What follows belongs to an exercise in optimizing a design on an open flow for small area, a short achievable clock period and few clock cycles per item; a production flow would make more cautious choices. Where RTL was checked, it was by simulation tests only, not by an equivalence proof against the original.

==> run a <==
==> flow/design.v (excerpt) <==
module matrixProcessor #(
	parameter WIDTH = 32
) (
	input wire clk,
	input wire rst_n,
	input wire start,
	input wire [13:0] workItemCount,
	input wire [WIDTH - 1:0] matrixInAddr,
	input wire [WIDTH - 1:0] dataInAddr,
	input wire [WIDTH - 1:0] dataOutAddr,
	input wire [WIDTH - 1:0] dataIn,
	output reg [WIDTH - 1:0] readAddr,
	output reg [WIDTH - 1:0] writeAddr,
	output reg [WIDTH - 1:0] writeData,
	output reg writeEn
	);
==> flow/config.mk <==
export PLATFORM = sky130hd
export DESIGN_NAME = matrixProcessor
export DESIGN_NICKNAME = matrixProcessor
export VERILOG_FILES = /design/flow/design.v
export SDC_FILE = /design/flow/constraint.sdc
export NUM_CORES = 4
export LEC_CHECK = 0
export ABC_CLOCK_PERIOD_IN_PS = 4500
export CAP_MARGIN = 20
export CORE_MARGIN = 2
export CORE_UTILIZATION = 55
export SLEW_MARGIN = 20
==> flow/constraint.sdc <==
create_clock -name core_clock -period 20.0 [get_ports {clk}]
set_input_delay 4.0000 -clock core_clock [delete_from_list [all_inputs] [get_ports {clk}]]
set_output_delay 4.0000 -clock core_clock [all_outputs]
set_load 0.01 [all_outputs]
standard.sh (not shown) runs the stock make flow with config.mk's settings and CLKGATE_MAP_FILE= SYNTH_SCRIPT=/design/flow/synth_recipe.tcl, a recipe that flattens the netlist after the stock synthesis.
==> flow/flow/run.sh <==
#!/bin/bash
# The standard layout with these changes to how it is made:
# - synthesis maps the logic without Yosys's early "abc -fast" pass (the
#   registers are the standard synthesis's; full adders are then found in the
#   RTL's own adder structure rather than in ABC's restructured gates);
# - timing repair aims well past the clock period: repair_timing treats any
#   path with less than SETUP_SLACK_MARGIN of slack as failing;
# - port buffers are plain buffers, and gates may be resized to any cell of
#   the same function;
set -euo pipefail
bash standard.sh SYNTH_ARGS=-noabc SETUP_SLACK_MARGIN=15.0 MATCH_CELL_FOOTPRINT=0 \
	"BUFFER_PORTS_ARGS=-buffer_cell sky130_fd_sc_hd__buf_1" \
	"CTS_ARGS=-sink_clustering_enable -repair_clock_nets -dont_use_dummy_load" finish > flow_make.log 2>&1
==> run b (differences from run a) <==
--- a/flow/design.v
+++ b/flow/design.v
@@ -2522,24 +2522,21 @@
 	);
 	reg busy;
 	reg [4:0] rs;
 	reg pro;           
 	reg macOn;         
 	reg divOn;         
 	reg wrOn;          
 	reg [13:0] fcnt;   
-	reg tailDiv;       
 	reg notLast;       
 	wire finalW = busy & wrOn & ~divOn & (rs == 5'd3);
 	wire accept = start & (~busy | finalW);
 	wire frameEnd = (rs == 5'd19);
-	reg [4:0] divLast;   
-	wire divDone = tailDiv & (rs == divLast);
-	wire [4:0] rsNext = accept ? 5'd16 : (frameEnd ? 5'd0 : (divDone ? 5'd17 : rs + 5'd1));
+	wire [4:0] rsNext = accept ? 5'd16 : (frameEnd ? 5'd0 : rs + 5'd1);
 	wire wrOnNext = accept ? 1'b0 : (frameEnd ? divOn : wrOn);
 	wire busyNext = accept | (busy & ~finalW);
 	always @(posedge clk) begin
 		if (~rst_n) begin
 			busy <= 1'b0;
 			writeEn <= 1'b0;
 		end else begin
 			busy <= busyNext;
@@ -2628,43 +2625,24 @@
 		writeData <= sum;
 		if (rowEnd[0]) racc[0] <= sum;
 		if (rowEnd[1]) racc[1] <= sum;
 		if (rowEnd[2]) racc[2] <= sum;
 		if (rowEnd[3]) racc[3] <= sum;
 	end
 	wire [WIDTH - 1:0] r3 = racc[3];
 	wire remInit = ~((r3 == 32'd0) | (r3 == 32'd1) | (r3 == 32'hFFFFFFFF));
-	wire [WIDTH - 1:0] r3Mag = r3 ^ {WIDTH{r3[WIDTH - 1]}};
-	reg [5:0] r3Len;
-	integer bi;
-	always @(*) begin
-		r3Len = 6'd0;
-		for (bi = 0; bi < WIDTH; bi = bi + 1)
-			if (r3Mag[bi]) r3Len = bi[5:0] + 6'd1;
-	end
-	wire [3:0] skip = (r3Len < 6'd2) ? 4'd0 : ((r3Len >= 6'd28) ? 4'd13 : r3Len[4:1] - 4'd1);
-	wire tailNow = divOn & ~macOn;
 	wire [WIDTH - 1:0] rem2;
 	wire qb1, qb0;
 	recipStep2 st (.rem(rem), .w(w), .remNext(rem2), .q1(qb1), .q0(qb0));
 	always @(posedge clk) begin
 		if (atRs0) begin
 			rh0 <= racc[0];
 			rh1 <= racc[1];
 			rh2 <= racc[2];
 			w <= r3;
-			if (tailNow & remInit) begin
-				rem <= 32'd1 << {skip, 1'b0};
-				divLast <= 5'd16 - {1'b0, skip};
-			end else begin
-				rem <= {31'd0, remInit};
-				divLast <= 5'd16;
-			end
-			q <= {WIDTH{1'b0}};
+			rem <= {31'd0, remInit};
 		end else begin
 			rem <= rem2;
 		end
 		if (atMac) q <= {q[WIDTH - 3:0], qb1, qb0};
-		if (accept) tailDiv <= 1'b0;
-		else if (atRs0) tailDiv <= tailNow;
 	end
 endmodule
==> flow/flow/run.sh (replaced) <==
#!/bin/bash
# The standard layout with these changes to how it is made:
# - synthesis maps the logic without Yosys's early "abc -fast" pass (the
#   registers are the standard synthesis's; full adders are then found in the
#   RTL's own adder structure rather than in ABC's restructured gates);
# - timing repair aims well past the clock period: repair_timing treats any
#   path with less than SETUP_SLACK_MARGIN of slack as failing;
set -euo pipefail
bash standard.sh SYNTH_ARGS=-noabc SETUP_SLACK_MARGIN=15.0 MATCH_CELL_FOOTPRINT=0 \
	"BUFFER_PORTS_ARGS=-buffer_cell sky130_fd_sc_hd__buf_1" finish > flow_make.log 2>&1
==> results.txt <==
quantity                                                               run a         run b
Non-clock buffering overhead in the final layout                     0.04574       0.04596
Die X-Extent                                                        326.4 um      322.8 um
Inserted Clock Buffers                                                    88            82
Starting Density                                                      0.5533        0.5567
Endpoint with the worst hold slack                                   vb1[25]       vb1[19]
Area after detailed placement                                   59,450 sq um  58,060 sq um
Register area share after synthesis                                   0.3282        0.3326
Arrival time worst endpoint                                          1.22 ns       1.17 ns
Met1 global-route usage                                               0.4843        0.4569
Flops & latches, synth                                                   776           770
Area used by sequential logic in the layout                     19,060 sq um  18,860 sq um
Detailed Route Iter0 Violations                                        3,521         3,158
Area share of the leading cell type in the synthesized netlist        0.2958        0.3026
Fraction of the mapped netlist area in simple logic gates             0.1637        0.1609
Filler instances                                                       8,548         8,267
Seq area share                                                        0.3000        0.3009
End-of-flow core utilization                                          0.6149        0.6242
Share of the cycle needed by the critical path after routing          0.2611        0.2586
Multi-input combinational cell area                             37,160 sq um  36,000 sq um
GP Congestion                                                         0.9138        0.8815
Outcome                                             timing/DRC/antenna clean  timing/DRC/antenna clean
Total number of tap cells                                              1,380         1,357
Rel. slew slack                                                       0.2342        0.1761
Largest stage delay, worst path                                      0.42 ns       0.41 ns
Testbench counts of run a, summed over its fixed seeds: cycles 34,168, items 1,630.
For run b, only the layout was checked, not whether the RTL still works.

## afterwards: timing with drivers on the ports
How much do the figures lean on ideal ports? The routed layouts below were timed once more, with nothing changed but the port constraints.
Step 1: set_driving_cell puts a clkbuf_16 on clk and a buf_2 on each other input, an assumption about the parent block.
Step 2 also shifts input and output timing later by t, the mid clock arrival at the registers, as if the neighbouring blocks saw the same clock.
a / b / c = ideal ports / drivers / drivers and shift; a / b = the first two.
| run | shift t [ns] | setup slack, ns | worst hold slack (ns) | worst slew at a driven data input, ns | pins driven straight from the clock port |
|---|---|---|---|---|---|
| run a | 0.727 | 14.778 / 14.698 / 14.505 | 0.262 / 0.262 / 0.262 | 0.10 | 1 |
| run b | 0.703 | 14.828 / 14.749 / 14.492 | 0.322 / 0.322 / 0.322 | 0.09 | 1 |
After both steps setup and hold are still met in every run listed. The setup slack of run b, which loses most, moves by -0.079 ns with the drivers and by -0.336 ns with both steps.
